What follows belongs to an exercise in optimizing a design on an open flow for small area, a short achievable clock period and few clock cycles; a production flow would make more cautious choices.
At most, simulation tests tie the RTL to the original design; equivalence was not proved.
Power is estimated from default activity; no workload was simulated.

run A:
==> flow/design.v (excerpt) <==
module ahb_lite_fir_filter
(
  input  wire        clk,
  input  wire        n_rst,
  input  wire        hsel,
  input  wire [3:0]  haddr,
  input  wire        hsize,
  input  wire [1:0]  htrans,
  input  wire        hwrite,
  input  wire [15:0] hwdata,
  output reg  [15:0] hrdata,
  output reg         hresp
);
Size: roughly 1700 cells after synthesis, ~44 I/O pins, roughly 18000 sq um of cells after synthesis.
clock: 11.0 ns
lec_check: 0
cap_margin: 20
core_margin: 2
core_utilization: 60
cts_buf_list: sky130_fd_sc_hd__clkbuf_16
cts_cluster_diameter: 80
cts_cluster_size: 25
slew_margin: 20
standard.sh (not shown) runs the stock make flow with config.mk's settings and CLKGATE_MAP_FILE= SYNTH_SCRIPT=/design/flow/synth_recipe.tcl, a recipe that flattens the netlist after the stock synthesis.
==> flow/flow/run.sh <==
#!/bin/bash
set -uo pipefail
export SETUP_SLACK_MARGIN=6.0
export BUFFER_PORTS_ARGS="-buffer_cell sky130_fd_sc_hd__buf_2"
bash standard.sh > standard.log 2>&1
Having completed the whole flow, run A delivered a layout that passed the timing, design-rule and antenna checks.
Testbench counts of run A, summed over its fixed seeds: cycles 4,104.
Edits applied to the flow inputs when going from run A to run B:
==> flow/flow/run.sh <==
#!/bin/bash
set -uo pipefail
export SETUP_SLACK_MARGIN=6.25
export BUFFER_PORTS_ARGS="-buffer_cell sky130_fd_sc_hd__buf_2"
bash standard.sh > standard.log 2>&1
Power density over the cells (run B vs. run A) decreases slightly. | worst vdd rail ir drop | higher: run B |. Going from run A to run B, synthesis-to-finish area growth higher, number of nets with antenna violations after detailed routing roughly the same. Endpoint required time on the critical path across run A and run B: no real change. Number of vias in the routed layout across run A and run B: no real change. Path depth of the worst reg2reg path for run B is lower than for run A. On run B: non-filler instance count after layout is 1.5% higher than what run A gave. Run B gives less post-route fraction of the period consumed by the critical path than run A did. Measured against each other, run A and run B differ in total routing resource utilization after global routing, the higher figure coming from run A.
What run C does differently from run B at the input level:
# run B
export LEC_CHECK = 0
export CAP_MARGIN = 20
export CORE_MARGIN = 2
export CORE_UTILIZATION = 60
export CTS_BUF_LIST = sky130_fd_sc_hd__clkbuf_16
export CTS_CLUSTER_DIAMETER = 80
export CTS_CLUSTER_SIZE = 25
export SLEW_MARGIN = 20
create_clock -name core_clock -period 11.0 [get_ports {clk}]
# run C
export LEC_CHECK = 0
export CAP_MARGIN = 20
export CORE_MARGIN = 2
export CORE_UTILIZATION = 40
export CTS_BUF_LIST = sky130_fd_sc_hd__clkbuf_16
export CTS_CLUSTER_DIAMETER = 80
export CTS_CLUSTER_SIZE = 25
export SLEW_MARGIN = 20
create_clock -name core_clock -period 11.0 [get_ports {clk}]
==> flow/flow/run.sh <==
#!/bin/bash
set -uo pipefail
export SETUP_SLACK_MARGIN=6.0
export BUFFER_PORTS_ARGS="-buffer_cell sky130_fd_sc_hd__buf_2"
bash standard.sh > standard.log 2>&1
[summary]
Actual transition at the worst max-transition pin: run C > run B. Between run B and run C, the flow reports cell area after placement increasing slightly. Of the two values seen for source of the critical timing path, haddr[2] was produced by run B and haddr[1] by run C. On global-route track usage on met3, run B and run C are basically level. The final setup slack of the worst path of run C was inferior to that of run B.

* * *

## branch onyx
Another version of the RTL of ahb_lite_fir_filter (not shown whole).
Size: about 1800 cells after synthesis, about 280 flip-flops, ~44 I/O pins, about 19000 sq um of cells after synthesis.
## ahb_lite_fir_filter
module ahb_lite_fir_filter
(
  input  wire        clk,
  input  wire        n_rst,
  input  wire        hsel,
  input  wire [3:0]  haddr,
  input  wire        hsize,
  input  wire [1:0]  htrans,
  input  wire        hwrite,
  input  wire [15:0] hwdata,
  output reg  [15:0] hrdata,
  output reg         hresp
);
Settings: LEC_CHECK=0, CAP_MARGIN=20, CORE_MARGIN=2, CORE_UTILIZATION=40, CTS_BUF_LIST=sky130_fd_sc_hd__clkbuf_16, CTS_CLUSTER_DIAMETER=60, CTS_CLUSTER_SIZE=35, SLEW_MARGIN=20; clock period 11.0 ns.
==> flow/flow/run.sh <==
#!/bin/bash
set -uo pipefail
export SETUP_SLACK_MARGIN=6.0
export BUFFER_PORTS_ARGS="-buffer_cell sky130_fd_sc_hd__buf_2"
bash standard.sh > standard.log 2>&1
Per the final summary, branch onyx finished and its layout is clean on timing, DRC and antenna.
diff inputs: branch onyx => branch nickel
- CTS_CLUSTER_SIZE now 25, was 35
- CTS_CLUSTER_DIAMETER now 80, was 60
## What came out
branch nickel did not stop at any stage, and its layout met the timing, design-rule and antenna checks.
Between branch onyx and branch nickel, the flow reports length of routed wiring on met1 increasing slightly.
branch onyx has higher detailed-route via count than branch nickel.
Comparing branch onyx and branch nickel, final design instance area without fill is lower on branch nickel.
From branch nickel to branch onyx, core box area did not move at all.
The fraction of synthesis flops using an asynchronous set or reset pin was comparable across branch onyx and branch nickel.
Diff branch onyx -> branch nickel: post-detailed-routing wire length decreased by 260 um relative to the old numbers, violation count after the first detailed-routing iteration climbed 17, wire length of the first global-routing pass neither gained nor lost much.
No functional check of the RTL was part of any run of this note.

* * *

Setup of v48:
ahb_lite_fir_filter with an RTL version that a note above also has.
Size in the first run: ~1600 cells after synthesis, about 44 I/O pins.
Settings: LEC_CHECK=0, CAP_MARGIN=20, CORE_MARGIN=2, CORE_UTILIZATION=60, CTS_BUF_LIST=sky130_fd_sc_hd__clkbuf_16, CTS_CLUSTER_DIAMETER=80, CTS_CLUSTER_SIZE=25, SLEW_MARGIN=20; clock period 11.0 ns.
==> flow/flow/run.sh <==
#!/bin/bash
set -uo pipefail
export SETUP_SLACK_MARGIN=6.0
export BUFFER_PORTS_ARGS="-buffer_cell sky130_fd_sc_hd__buf_2"
export CTS_ARGS="-sink_clustering_enable -repair_clock_nets -sink_clustering_size 25 -sink_clustering_max_diameter 80 -buf_list sky130_fd_sc_hd__clkbuf_16 -dont_use_dummy_load"
R=orfs/results/sky130hd/ahb_lite_fir_filter/base
bash standard.sh synth > synth.log 2>&1 || exit 1
cp $R/1_2_yosys.v synth_netlist.v
python3 flow/polfa.py synth_netlist.v $R/1_2_yosys.v > polfa.log 2>&1 || exit 1
rm -f $R/1_synth.odb $R/1_synth.sdc
bash standard.sh > standard.log 2>&1
Other scripts of this flow, unchanged in this note and not shown: flow/flow/polfa.py
v48 did not stop at any stage, and its layout met the timing, design-rule and antenna checks.
Testbench counts of v48, summed over its fixed seeds: cycles 4,104.
> inputs changed (v48 -> v24)
==> flow/flow/run.sh <==
#!/bin/bash
set -uo pipefail
export SETUP_SLACK_MARGIN=6.1
export BUFFER_PORTS_ARGS="-buffer_cell sky130_fd_sc_hd__buf_2"
R=orfs/results/sky130hd/ahb_lite_fir_filter/base
bash standard.sh synth > synth.log 2>&1 || exit 1
cp $R/1_2_yosys.v synth_netlist.v
python3 flow/polfa.py synth_netlist.v $R/1_2_yosys.v > polfa.log 2>&1 || exit 1
rm -f $R/1_synth.odb $R/1_synth.sdc
bash standard.sh > standard.log 2>&1
--- outcome ---
v24 and v48 ended up with roughly the same met1 layer usage reported by global route.
Between v24 and v48, it is v24 whose cell depth of the worst setup path is lower, by 6.
Relative to v48, the number of signal-net buffers in the layout measured on v24 has increased by more than a quarter.
Here is what was changed in the inputs of v6 compared with v24.
--- a/flow/flow/run.sh
+++ b/flow/flow/run.sh
@@ -1,5 +1,5 @@
 #!/bin/bash
 set -uo pipefail
-export SETUP_SLACK_MARGIN=6.1
+export SETUP_SLACK_MARGIN=6.0
 export BUFFER_PORTS_ARGS="-buffer_cell sky130_fd_sc_hd__buf_2"
 R=orfs/results/sky130hd/ahb_lite_fir_filter/base
### Flow results
Both conditions hold for v6: the flow ran to the end and the final layout passed the timing, design-rule and antenna checks.
Re height of the die: no difference whatsoever between v24 and v6.
As of v6, maximum resistive drop on vdd had fallen by more than a quarter compared to v24.
Biggest fanout along the worst timing path (higher): v6
Sum of routed wire segments on met1: v6 < v24
Diff v24 -> v6 | met2 wire length | decrease of about 1.7%
v6 gives less relative contribution of combinational cells to total power than v24 did.
Compared with v24, in v6 final standard cell area without fillers shrank by about 1.1%; clock network latency to the later pin of the worst-skew pair held.

* * *

P:
Another version of the RTL of ahb_lite_fir_filter (not shown whole).
Size: about 280 flip-flops, about 44 I/O pins, roughly 20000 sq um of cells after synthesis.
Settings: LEC_CHECK=0, CAP_MARGIN=20, CORE_MARGIN=2, CORE_UTILIZATION=40, CTS_BUF_LIST=sky130_fd_sc_hd__clkbuf_8, SLEW_MARGIN=20; clock period 11.0 ns.
==> flow/flow/run.sh <==
#!/bin/bash
set -uo pipefail
export SETUP_SLACK_MARGIN=6.0
export BUFFER_PORTS_ARGS="-buffer_cell sky130_fd_sc_hd__buf_2"
bash standard.sh > standard.log 2>&1
Testbench counts of P, summed over its fixed seeds: cycles 4,104.
Relative to P, the following input files were edited for Q:
Settings: CTS_BUF_LIST removed (was sky130_fd_sc_hd__clkbuf_8).
### Flow results
- Cmp Q vs P: layout overhead on the synthesized area higher in Q
- Between P and Q, clock latency on the worst-skew pair decreased.
- Q packs its core tighter than P.
- From P to Q the numbers moved as follows: highest clock frequency the design can meet now larger; layout inverter count without the clock tree comparable.
Edits applied to the flow inputs when going from Q to R:
Settings: putting CTS_CLUSTER_SIZE at 30 where nothing was set; putting CTS_BUF_LIST at sky130_fd_sc_hd__clkbuf_4 where nothing was set.
### Flow results
- R against Q: relative contribution of the clock network to total power went down, worst setup slack after placement essentially unchanged, length of routed wiring on met1 moved up.
- Clock network latency to the later pin of the worst-skew pair up 0.27 ns in R wrt Q
- Total power (R over Q): decrease, about 2.7%
- Going from Q to R, the clock-buffer cell count was found to have gone up by 72.
- Core utilization for R: 0.17 points up relative to Q
- Relative to Q, share of total power consumed by net switching increased by 0.88 points in R.

* * *

RTL: one of the versions met above, not the one the previous note started from.
Size in the first run: roughly 1700 cells after synthesis, ~44 I/O pins, roughly 18000 sq um of cells after synthesis.
Settings: LEC_CHECK=0, CAP_MARGIN=20, CORE_MARGIN=2, CORE_UTILIZATION=60, CTS_BUF_LIST=sky130_fd_sc_hd__clkbuf_16, CTS_CLUSTER_DIAMETER=70, CTS_CLUSTER_SIZE=35, SLEW_MARGIN=20; clock period 11.0 ns.
Scripts as last shown in full above: flow/flow/run.sh
The starting point passed the timing, design-rule and antenna checks.
Testbench counts at the start, summed over its fixed seeds: cycles 4,104.
==> next run, changes <==
ABC_AREA = 1   (was unset)
CTS_CLUSTER_DIAMETER = 80   (was 70)
CTS_CLUSTER_SIZE = 25   (was 35)
=> The new run completed with no timing, DRC or antenna violations; design area climbs by 4.5%; flip-flop and latch count does not change; clock power came out lower by 7.9%; sequential power rose by about 9%; via count grows by 21%; area after synthesis goes up by 3.2%; sequential share of layout area is lower by 2.0 points.
==> next run, changes <==
ABC_AREA = unset   (was 1)
CORE_UTILIZATION = 70   (was 60)
Result:
- The changed run ran to the end with no violations
- setup slack is worse by 10 ps
- flip-flop and latch count does not change
- global-route usage rises by 1.6 points
- critical path depth came out lower by 2
- power fell by 32%

* * *

Starting RTL as in the previous note.
==> flow/config.mk <==
export PLATFORM = sky130hd
export DESIGN_NAME = ahb_lite_fir_filter
export DESIGN_NICKNAME = ahb_lite_fir_filter
export VERILOG_FILES = /design/flow/design.v
export SDC_FILE = /design/flow/constraint.sdc
export NUM_CORES = 4
export LEC_CHECK = 0
export CAP_MARGIN = 20
export CORE_MARGIN = 2
export CORE_UTILIZATION = 70
export CTS_BUF_LIST = sky130_fd_sc_hd__clkbuf_16
export CTS_CLUSTER_DIAMETER = 80
export CTS_CLUSTER_SIZE = 25
export SLEW_MARGIN = 20
export TNS_END_PERCENT = 20
==> flow/constraint.sdc <==
create_clock -name core_clock -period 11.0 [get_ports {clk}]
set_input_delay 2.2000 -clock core_clock [delete_from_list [all_inputs] [get_ports {clk}]]
set_output_delay 2.2000 -clock core_clock [all_outputs]
set_load 0.01 [all_outputs]
==> flow/flow/run.sh <==
#!/bin/bash
set -uo pipefail
export SETUP_SLACK_MARGIN=6.0
export BUFFER_PORTS_ARGS="-buffer_cell sky130_fd_sc_hd__buf_2"
export CTS_ARGS="-sink_clustering_enable -repair_clock_nets -sink_clustering_size 25 -sink_clustering_max_diameter 80 -buf_list sky130_fd_sc_hd__clkbuf_16 -dont_use_dummy_load"
R=orfs/results/sky130hd/ahb_lite_fir_filter/base
bash standard.sh synth > synth.log 2>&1 || exit 1
cp $R/1_2_yosys.v synth_netlist.v
python3 flow/polfa.py synth_netlist.v $R/1_2_yosys.v > polfa.log 2>&1 || exit 1
rm -f $R/1_synth.odb $R/1_synth.sdc
bash standard.sh > standard.log 2>&1
Other scripts of this flow, unchanged in this note and not shown: flow/flow/polfa.py
Testbench counts at the start, summed over its fixed seeds: cycles 4,104.
Rerun with:
--- a/flow/config.mk
+++ b/flow/config.mk
@@ -15 +14,0 @@
-export TNS_END_PERCENT = 20
=> Via count grows by 0.43%; non-clock buffer count fell by 3; clock-buffer cell count does not change; wire length rose by about 1.8%; power stays flat; final cell count barely changes; setup slack improves by 0.027 ns; worst hold slack gets better by 0.0089 ns; design area barely changes; area after synthesis does not change.
Rerun with:
--- a/flow/config.mk
+++ b/flow/config.mk
@@ -13,0 +14 @@
+export GPL_TIMING_DRIVEN = 0
=>
- The new run produced a clean layout
- total power increases by 1.9%
- worst hold slack gets worse by 0.021 ns
- design area increases by 5.9%
- clock power increases by about 3%
Rerun with:
--- a/flow/flow/run.sh
+++ b/flow/flow/run.sh
@@ -5 +4,0 @@
-export CTS_ARGS="-sink_clustering_enable -repair_clock_nets -sink_clustering_size 25 -sink_clustering_max_diameter 80 -buf_list sky130_fd_sc_hd__clkbuf_16 -dont_use_dummy_load"
--- a/flow/config.mk
+++ b/flow/config.mk
@@ -14 +13,0 @@
-export GPL_TIMING_DRIVEN = 0
The new run completed without violations.
Final area decreases by about 5%.
Global-route usage decreases by 3.3 points.
Via count decreases by 5.7%.
Routed wire length decreases by about 10%.
Register-to-register slack gets better by 0.18 ns.

* * *

ahb_lite_fir_filter again, from the RTL that the note above started with.
==> flow/config.mk <==
export PLATFORM = sky130hd
export DESIGN_NAME = ahb_lite_fir_filter
export DESIGN_NICKNAME = ahb_lite_fir_filter
export VERILOG_FILES = /design/flow/design.v
export SDC_FILE = /design/flow/constraint.sdc
export NUM_CORES = 4
export LEC_CHECK = 0
export CAP_MARGIN = 20
export CORE_MARGIN = 2
export CORE_UTILIZATION = 60
export CTS_BUF_LIST = sky130_fd_sc_hd__clkbuf_16
export CTS_CLUSTER_DIAMETER = 80
export CTS_CLUSTER_SIZE = 25
export SLEW_MARGIN = 20
==> flow/constraint.sdc <==
create_clock -name core_clock -period 11.0 [get_ports {clk}]
set_input_delay 2.2000 -clock core_clock [delete_from_list [all_inputs] [get_ports {clk}]]
set_output_delay 2.2000 -clock core_clock [all_outputs]
set_load 0.01 [all_outputs]
==> flow/flow/run.sh <==
#!/bin/bash
set -uo pipefail
export SETUP_SLACK_MARGIN=6.0
export BUFFER_PORTS_ARGS="-buffer_cell sky130_fd_sc_hd__buf_2"
export SYNTH_ARGS="-noabc"
bash standard.sh > standard.log 2>&1
Testbench counts at the start, summed over its fixed seeds: cycles 4,104.
Edit:
--- a/flow/flow/run.sh
+++ b/flow/flow/run.sh
@@ -5 +4,0 @@
-export SYNTH_ARGS="-noabc"
--- a/flow/config.mk
+++ b/flow/config.mk
@@ -13,0 +14 @@
+export PLACE_DENSITY = 0.75
After rerunning:
- wire length drops by roughly a tenth
- worst setup slack improved by 200 ps
- clock-buffer cell count drops by 1
- clock power drops by a little under a tenth
- sequential cell count does not change

* * *

Setup of main:
ahb_lite_fir_filter, a different RTL version from the one above (not shown whole).
Size: about 300 flip-flops.
==> flow/config.mk <==
export PLATFORM = sky130hd
export DESIGN_NAME = ahb_lite_fir_filter
export DESIGN_NICKNAME = ahb_lite_fir_filter
export VERILOG_FILES = /design/flow/design.v
export SDC_FILE = /design/flow/constraint.sdc
export NUM_CORES = 4
export LEC_CHECK = 0
export CAP_MARGIN = 20
export CORE_MARGIN = 2
export CORE_UTILIZATION = 40
export SLEW_MARGIN = 20
==> flow/constraint.sdc <==
create_clock -name core_clock -period 11.0 [get_ports {clk}]
set_input_delay 2.2000 -clock core_clock [delete_from_list [all_inputs] [get_ports {clk}]]
set_output_delay 2.2000 -clock core_clock [all_outputs]
set_load 0.01 [all_outputs]
==> flow/flow/run.sh <==
#!/bin/bash
set -uo pipefail
export SETUP_SLACK_MARGIN=6.0
export BUFFER_PORTS_ARGS="-buffer_cell sky130_fd_sc_hd__buf_2"
export CTS_ARGS="-sink_clustering_enable -repair_clock_nets -sink_clustering_size 25 -sink_clustering_max_diameter 80 -buf_list sky130_fd_sc_hd__clkbuf_16 -dont_use_dummy_load"
bash standard.sh > standard.log 2>&1
main: flow completed, timing, DRC and antenna clean
Testbench counts of main, summed over its fixed seeds: cycles 4,104.
Modified inputs, the feature branch compared to main
==> flow/flow/run.sh <==
#!/bin/bash
set -uo pipefail
export SETUP_SLACK_MARGIN=6.0
export BUFFER_PORTS_ARGS="-buffer_cell sky130_fd_sc_hd__buf_2"
bash standard.sh > standard.log 2>&1
diff --git a/flow/config.mk b/flow/config.mk
--- a/flow/config.mk
+++ b/flow/config.mk
@@ -10,2 +10,5 @@
 export CORE_UTILIZATION = 40
+export CTS_BUF_LIST = sky130_fd_sc_hd__clkbuf_16
+export CTS_CLUSTER_DIAMETER = 80
+export CTS_CLUSTER_SIZE = 25
 export SLEW_MARGIN = 20
Results
Diff main and the feature branch: number of nets in the layout lower in the feature branch. Wire length: the feature branch vs main down about 0.54%. On met1 routing resource usage after global routing, main and the feature branch are basically level.

port drivers added, routing unchanged:
How much do the figures lean on ideal ports? The routed layouts below were timed once more, with nothing changed but the port constraints.
Step 1 (the two cells are an assumption about what drives the block):
set clk [get_ports {clk}]
set_driving_cell -lib_cell sky130_fd_sc_hd__clkbuf_16 $clk
set_driving_cell -lib_cell sky130_fd_sc_hd__buf_2 [delete_from_list [all_inputs] $clk]
Step 2 also shifts input and output timing later by t, the mid clock arrival at the registers, as if the neighbouring blocks saw the same clock.
Slacks: ideal ports / drivers / drivers and shift; pairs: ideal ports / drivers.
| run | t (ns) | slack for setup (ns) | worst setup path at the end | latest minus earliest clock arrival (ns) | cell pins on the clock port's net |
|---|---|---|---|---|---|
| run A | 0.553 | 6.032 / 6.010 / 6.010 | input to output | 0.031 / 0.030 | 1 |
| run B | 0.546 | 6.082 / 6.030 / 6.030 | input to output | 0.021 / 0.021 | 1 |
| run C | 0.554 | 6.025 / 5.975 / 5.975 | input to output | 0.025 / 0.026 | 1 |
| branch onyx | 0.599 | 5.854 / 5.854 / 5.854 | register to register | 0.033 / 0.033 | 1 |
| branch nickel | 0.572 | 5.859 / 5.859 / 5.859 | register to register | 0.023 / 0.023 | 1 |
| v48 | 0.538 | 6.056 / 6.006 / 6.040 | input to output | 0.041 / 0.041 | 1 |
| v24 | 0.547 | 6.070 / 6.026 / 6.026 | input to output | 0.018 / 0.018 | 1 |
| v6 | 0.546 | 6.043 / 5.992 / 6.039 | input to output | 0.020 / 0.020 | 1 |
| P | 0.657 | 6.023 / 5.969 / 6.037 | input to output | 0.039 / 0.039 | 1 |
| Q | 0.595 | 6.056 / 5.998 / 6.037 | input to output | 0.033 / 0.033 | 1 |
| R | 0.827 | 5.784 / 5.732 / 6.037 | input to output | 0.089 / 0.089 | 1 |
| the first run of note 5 | 0.567 | 6.029 / 6.007 / 6.007 | input to output | 0.031 / 0.031 | 1 |
| the second run of note 5 | 0.583 | 6.050 / 6.000 / 6.000 | input to output | 0.055 / 0.054 | 1 |
| the third run of note 5 | 0.546 | 6.039 / 6.009 / 6.009 | input to output | 0.027 / 0.027 | 1 |
| the first run of note 6 | 0.538 | 5.997 / 5.977 / 5.977 | input to output | 0.048 / 0.048 | 1 |
| the second run of note 6 | 0.527 | 6.025 / 5.993 / 5.993 | input to output | 0.046 / 0.046 | 1 |
| the third run of note 6 | 0.543 | 5.955 / 5.930 / 5.930 | input to output | 0.060 / 0.060 | 1 |
| the fourth run of note 6 | 0.545 | 6.019 / 5.988 / 5.988 | input to output | 0.024 / 0.024 | 1 |
| the first run of note 7 | 0.580 | 5.789 / 5.734 / 5.859 | register to register | 0.055 / 0.055 | 1 |
| the second run of note 7 | 0.553 | 5.988 / 5.938 / 5.991 | input to output | 0.038 / 0.039 | 1 |
| main | 0.558 | 5.966 / 5.966 / 5.966 | register to register | 0.079 / 0.079 | 1 |
| the feature branch | 0.586 | 6.003 / 5.982 / 5.982 | input to output | 0.030 / 0.030 | 1 |
After both steps setup and hold are still met in every run listed. For run B, which loses most, drivers alone change the setup slack by -0.052 ns; drivers and shift together by -0.052 ns.
